Context: an optimization exercise on an open-source flow, tuned for small area. The choices shown serve that exercise and are no tape-out recipe.
RTL that was checked went through simulation tests only; none was proved equivalent to the original.
Power is estimated from default activity; no workload was simulated.

==> flow/design.v (excerpt) <==
module systolic
#
(
    parameter   D_W  = 8,  
    parameter   D_W_ACC = 16,  
    parameter   N   = 8,
    parameter   M   = 16
)
(
    input   wire                                        clk,
    input   wire                                        rst,
    input   wire                                        enable_row_count_A,
    output  wire    [$clog2(M)-1:0]                     pixel_cntr_A,
    output  wire    [($clog2(M/N)?$clog2(M/N):1)-1:0]   slice_cntr_A,
    output  wire    [($clog2(M/N)?$clog2(M/N):1)-1:0]   pixel_cntr_B,
    output  wire    [$clog2(M)-1:0]                     slice_cntr_B,
    output  wire    [$clog2((M*M)/N)-1:0]               rd_addr_A,
    output  wire    [$clog2((M*M)/N)-1:0]               rd_addr_B,
    input   wire    [N*D_W-1:0]                         A,  
    input   wire    [N*D_W-1:0]                         B,  
    output  wire    [N*N*D_W_ACC-1:0]                   D,  
    output  wire    [N*N-1:0]                           valid_D  
);
Size: roughly 14000 cells after synthesis, roughly 2100 flip-flops, ~1200 I/O pins, about 160000 um2 of cells after synthesis.
export LEC_CHECK = 0
export CAP_MARGIN = 20
export CORE_MARGIN = 2
export CORE_UTILIZATION = 40
export CTS_CLUSTER_DIAMETER = 120
export CTS_CLUSTER_SIZE = 25
export GPL_TIMING_DRIVEN = 0
export SLEW_MARGIN = 20
export SYNTH_HIERARCHICAL = 1
export SYNTH_MINIMUM_KEEP_SIZE = 0
create_clock -name core_clock -period 7.0 [get_ports {clk}]
standard.sh (not shown) runs the stock make flow with config.mk's settings and CLKGATE_MAP_FILE= SYNTH_SCRIPT=/design/flow/synth_recipe.tcl, a recipe that flattens the netlist after the stock synthesis.
==> flow/flow/run.sh <==
#!/bin/bash
# Standard layout (the standard.sh) with these changes:
#  - the port buffers are made from the smallest buffer cell;
#  - the buffers synthesis leaves on the nets between processing elements
#    are removed at floorplan (placement here is not timing-driven, which is
#    where the standard flow would remove them);
#  - clock tree: larger sink clusters and no dummy loads.
set -e
export BUFFER_PORTS_ARGS="-buffer_cell sky130_fd_sc_hd__buf_1"
export REMOVE_ABC_BUFFERS=1
export CTS_ARGS="-sink_clustering_enable -repair_clock_nets -sink_clustering_size 25 -sink_clustering_max_diameter 120 -dont_use_dummy_load"
bash standard.sh > standard.log 2>&1
Change:
--- a/flow/design.v
+++ b/flow/design.v
@@ -242,37 +242,34 @@
 wire s62, c62;
 fa us62 (.a(pp5_7), .b(pp6_6), .c(pp7_5), .s(s62), .co(c62));
 wire s63, c63;
 fa us63 (.a(c57), .b(s62), .c(accg[12]), .s(s63), .co(c63));
 wire s64, c64;
 fa us64 (.a(c58), .b(s63), .c(c59), .s(s64), .co(c64));
 wire s65, c65;
-ha us65 (.a(s64), .b(c60), .s(s65), .co(c65));
+fa us65 (.a(s64), .b(c60), .c(c61), .s(s65), .co(c65));
 wire s66, c66;
 fa us66 (.a(pp6_7), .b(pp7_6), .c(c62), .s(s66), .co(c66));
 wire s67, c67;
 fa us67 (.a(accg[13]), .b(s66), .c(c63), .s(s67), .co(c67));
 wire s68, c68;
-fa us68 (.a(s67), .b(c64), .c(c65), .s(s68), .co(c68));
+ha us68 (.a(s67), .b(c64), .s(s68), .co(c68));
 wire s69, c69;
 fa us69 (.a(pp7_7), .b(accg[14]), .c(c66), .s(s69), .co(c69));
 wire s70, c70;
 fa us70 (.a(s69), .b(c67), .c(c68), .s(s70), .co(c70));
 wire x71 = accg[15] ^ c69 ^ c70;
-wire q12 = s65 ^ c61;
-wire g13 = s65 & c61;
-wire q13 = s68 ^ g13;
-wire pr13 = s65 & s68;
-wire g14 = pr13 & c61;
+wire q13 = s68 ^ c65;
+wire g14 = s68 & c65;
 wire q14 = s70 ^ g14;
-wire pr14 = pr13 & s70;
-wire g15 = pr14 & c61;
+wire pr14 = s68 & s70;
+wire g15 = pr14 & c65;
 wire q15 = x71 ^ g15;
 wire pr15 = pr14 & x71;
-wire [15:0] nxt = {q15, q14, q13, q12, s61, s56, s50, s43, s35, s27, s20, s14, s9, s5, s2, s0};
+wire [15:0] nxt = {q15, q14, q13, s65, s61, s56, s50, s43, s35, s27, s20, s14, s9, s5, s2, s0};
 always @(posedge clk) begin
     a_n <= in_a_n;
     b_n <= in_b_n;
     acc <= nxt;
 end
 endmodule
 module fa (input wire a, input wire b, input wire c, output wire s, output wire co);
Clock power stays flat.
Worst setup slack got worse by 0.16 ns.
Routed wire length decreases by a few percent.
Design area came out higher slightly.
Area after synthesis is about the same.
Combinational power stays flat.
Power went down slightly.
Global-route usage shrinks by 0.60 points.
The RTL of the second run of this note was laid out without a check of its function.

* * *

Another version of the RTL of systolic (not shown whole).
For scale: roughly 13,000 cells after synthesis, roughly 2,100 flip-flops, roughly 0.16 mm2 of cells after synthesis.
export LEC_CHECK = 0
export CAP_MARGIN = 20
export CORE_MARGIN = 2
export CORE_UTILIZATION = 55
export GPL_TIMING_DRIVEN = 0
export SLEW_MARGIN = 20
export SYNTH_HIERARCHICAL = 1
export SYNTH_MINIMUM_KEEP_SIZE = 0
create_clock -name core_clock -period 7.0 [get_ports {clk}]
Scripts as last shown in full above: flow/flow/run.sh
The baseline ran to the end with no violations.
Edit:
--- a/flow/design.v
+++ b/flow/design.v
@@ -243,34 +243,37 @@
 wire s62, c62;
 fa us62 (.a(pp5_7), .b(pp6_6), .c(pp7_5), .s(s62), .co(c62));
 wire s63, c63;
 fa us63 (.a(accg[12]), .b(c57), .c(s62), .s(s63), .co(c63));
 wire s64, c64;
 fa us64 (.a(c58), .b(s63), .c(c59), .s(s64), .co(c64));
 wire s65, c65;
-fa us65 (.a(c60), .b(s64), .c(c61), .s(s65), .co(c65));
+ha us65 (.a(c60), .b(s64), .s(s65), .co(c65));
 wire s66, c66;
 fa us66 (.a(pp6_7), .b(pp7_6), .c(accg[13]), .s(s66), .co(c66));
 wire s67, c67;
 fa us67 (.a(c62), .b(s66), .c(c63), .s(s67), .co(c67));
 wire s68, c68;
-ha us68 (.a(s67), .b(c64), .s(s68), .co(c68));
+fa us68 (.a(s67), .b(c64), .c(c65), .s(s68), .co(c68));
 wire s69, c69;
 fa us69 (.a(pp7_7), .b(accg[14]), .c(c66), .s(s69), .co(c69));
 wire s70, c70;
 fa us70 (.a(s69), .b(c67), .c(c68), .s(s70), .co(c70));
 wire x71 = accg[15] ^ c69 ^ c70;
-wire q13 = s68 ^ c65;
-wire g14 = s68 & c65;
+wire q12 = s65 ^ c61;
+wire g13 = s65 & c61;
+wire q13 = s68 ^ g13;
+wire pr13 = s65 & s68;
+wire g14 = pr13 & c61;
 wire q14 = s70 ^ g14;
-wire pr14 = s68 & s70;
-wire g15 = pr14 & c65;
+wire pr14 = pr13 & s70;
+wire g15 = pr14 & c61;
 wire q15 = x71 ^ g15;
 wire pr15 = pr14 & x71;
-wire [15:0] nxt = {q15, q14, q13, s65, s61, s56, s50, s43, s35, s27, s20, s14, s9, s5, s2, s0};
+wire [15:0] nxt = {q15, q14, q13, q12, s61, s56, s50, s43, s35, s27, s20, s14, s9, s5, s2, s0};
 always @(posedge clk) begin
     clr <= clr_d;
     a_n <= in_a_n;
     b_n <= in_b_n;
     acc <= nxt;
 end
 endmodule
Outcome:
- count of clock-buffer cells in the layout shrinks by 1
- sequential cell count does not change
- wire length shrinks slightly
- worst setup slack is better by 380 ps
- worst hold slack is better by 15 ps
- non-clock buffer count does not change
- design area shrinks slightly
- total power barely changes
- clock power shrinks slightly
- synthesized area stays flat
- via count grows slightly
- first-iteration DRC count grows by a few percent
- register-to-register slack is better by 380 ps
Function was not checked in any run of this note: the RTL went through the layout flow alone.

* * *

systolic, a different RTL version from the one above (not shown whole).
Size: roughly 13000 cells after synthesis, roughly 2100 flip-flops, about 0.16 mm2 of cells after synthesis.
export LEC_CHECK = 0
export CAP_MARGIN = 20
export CORE_MARGIN = 2
export CORE_UTILIZATION = 40
export CTS_CLUSTER_DIAMETER = 120
export CTS_CLUSTER_SIZE = 25
export GPL_TIMING_DRIVEN = 0
export SLEW_MARGIN = 20
export SYNTH_HIERARCHICAL = 1
export SYNTH_MINIMUM_KEEP_SIZE = 0
create_clock -name core_clock -period 7.0 [get_ports {clk}]
Scripts as last shown in full above: flow/flow/run.sh
The first run completed with no timing, DRC or antenna violations.
Edit:
--- a/flow/design.v
+++ b/flow/design.v
@@ -45,17 +45,33 @@
     input   wire          clk,
     input   wire          clr,
     input   wire  [7:0]   in_a_n,
     input   wire  [7:0]   in_b_n,
     output  reg   [7:0]   a_n,
     output  reg   [7:0]   b_n,
     output  reg   [15:0]  acc
 );
-wire [15:0] accg = acc & {16{~clr}};
+wire [15:0] accg;
+gt ug0 (.a(acc[0]), .c(clr), .y(accg[0]));
+gt ug1 (.a(acc[1]), .c(clr), .y(accg[1]));
+gt ug2 (.a(acc[2]), .c(clr), .y(accg[2]));
+gt ug3 (.a(acc[3]), .c(clr), .y(accg[3]));
+gt ug4 (.a(acc[4]), .c(clr), .y(accg[4]));
+gt ug5 (.a(acc[5]), .c(clr), .y(accg[5]));
+gt ug6 (.a(acc[6]), .c(clr), .y(accg[6]));
+gt ug7 (.a(acc[7]), .c(clr), .y(accg[7]));
+gt ug8 (.a(acc[8]), .c(clr), .y(accg[8]));
+gt ug9 (.a(acc[9]), .c(clr), .y(accg[9]));
+gt ug10 (.a(acc[10]), .c(clr), .y(accg[10]));
+gt ug11 (.a(acc[11]), .c(clr), .y(accg[11]));
+gt ug12 (.a(acc[12]), .c(clr), .y(accg[12]));
+gt ug13 (.a(acc[13]), .c(clr), .y(accg[13]));
+gt ug14 (.a(acc[14]), .c(clr), .y(accg[14]));
+gt ug15 (.a(acc[15]), .c(clr), .y(accg[15]));
 wire pp0_0 = ~(a_n[0] | b_n[0]);
 wire pp0_1 = ~(a_n[0] | b_n[1]);
 wire pp0_2 = ~(a_n[0] | b_n[2]);
 wire pp0_3 = ~(a_n[0] | b_n[3]);
 wire pp0_4 = ~(a_n[0] | b_n[4]);
 wire pp0_5 = ~(a_n[0] | b_n[5]);
 wire pp0_6 = ~(a_n[0] | b_n[6]);
 wire pp0_7 = ~(a_n[0] | b_n[7]);
@@ -241,47 +257,56 @@
 fa us61 (.a(s60), .b(c55), .c(c56), .s(s61), .co(c61));
 wire s62, c62;
 fa us62 (.a(pp5_7), .b(pp6_6), .c(pp7_5), .s(s62), .co(c62));
 wire s63, c63;
 fa us63 (.a(c57), .b(s62), .c(accg[12]), .s(s63), .co(c63));
 wire s64, c64;
 fa us64 (.a(c58), .b(s63), .c(c59), .s(s64), .co(c64));
 wire s65, c65;
-fa us65 (.a(s64), .b(c60), .c(c61), .s(s65), .co(c65));
+ha us65 (.a(s64), .b(c60), .s(s65), .co(c65));
 wire s66, c66;
 fa us66 (.a(pp6_7), .b(pp7_6), .c(c62), .s(s66), .co(c66));
 wire s67, c67;
 fa us67 (.a(accg[13]), .b(s66), .c(c63), .s(s67), .co(c67));
 wire s68, c68;
 fa us68 (.a(s67), .b(c64), .c(c65), .s(s68), .co(c68));
 wire s69, c69;
 fa us69 (.a(pp7_7), .b(accg[14]), .c(c66), .s(s69), .co(c69));
 wire s70, c70;
-ha us70 (.a(s69), .b(c67), .s(s70), .co(c70));
+fa us70 (.a(s69), .b(c67), .c(c68), .s(s70), .co(c70));
 wire x71 = accg[15] ^ c69 ^ c70;
-wire q14 = s70 ^ c68;
-wire g15 = s70 & c68;
+wire q12 = s65 ^ c61;
+wire g13 = s65 & c61;
+wire q13 = s68 ^ g13;
+wire pr13 = s65 & s68;
+wire g14 = pr13 & c61;
+wire q14 = s70 ^ g14;
+wire pr14 = pr13 & s70;
+wire g15 = pr14 & c61;
 wire q15 = x71 ^ g15;
-wire pr15 = s70 & x71;
-wire [15:0] nxt = {q15, q14, s68, s65, s61, s56, s50, s43, s35, s27, s20, s14, s9, s5, s2, s0};
+wire pr15 = pr14 & x71;
+wire [15:0] nxt = {q15, q14, q13, q12, s61, s56, s50, s43, s35, s27, s20, s14, s9, s5, s2, s0};
 always @(posedge clk) begin
     a_n <= in_a_n;
     b_n <= in_b_n;
     acc <= nxt;
 end
 endmodule
 module fa (input wire a, input wire b, input wire c, output wire s, output wire co);
 assign s  = a ^ b ^ c;
 assign co = (a & b) | (a & c) | (b & c);
 endmodule
 module ha (input wire a, input wire b, output wire s, output wire co);
 assign s  = a ^ b;
 assign co = a & b;
 endmodule
+module gt (input wire a, input wire c, output wire y);
+assign y = a & ~c;
+endmodule
 `timescale 1 ps / 1 ps
 module systolic
 #
 (
     parameter   D_W  = 8,  
     parameter   D_W_ACC = 16,  
     parameter   N   = 8,
     parameter   M   = 16
Result:
- setup slack gets worse by 0.014 ns
- maximum frequency is about the same
- clock skew went down by 0.031 ns
- synthesized area went up by about 5.4%
- clock power went up by about 1%
- worst hold slack gets better by 0.080 ns
- sequential power stays flat
No functional check of the RTL was part of any run of this note.

## port drivers added, routing unchanged
In the flow no input, the clock included, has a driving cell. The finished layouts below were timed again as built, in two steps. Step 1: set_driving_cell puts a clkbuf_16 on clk and a buf_2 on each other input, an assumption about the parent block. Step 2, shift: input delay + t, output delay - t, t = (earliest + latest rising clock arrival at the registers) / 2. This alone moves slack from input paths to output paths. Three values: no drivers, after step 1, after step 2; two values: the first two.
run | t (ns) | setup WS [ns] | pins driven straight from the clock port
the first run of note 1 | 0.972 | 0.334 / 0.334 / 0.334 | 1
the second run of note 1 | 1.011 | 0.172 / 0.172 / 0.172 | 1
the first run of note 2 | 0.978 | 0.318 / 0.318 / 0.318 | 1
the second run of note 2 | 0.977 | 0.696 / 0.696 / 0.696 | 1
the first run of note 3 | 0.984 | 0.143 / 0.143 / 0.143 | 1
the second run of note 3 | 1.016 | 0.128 / 0.128 / 0.128 | 1
After both steps setup and hold are still met in every run listed.
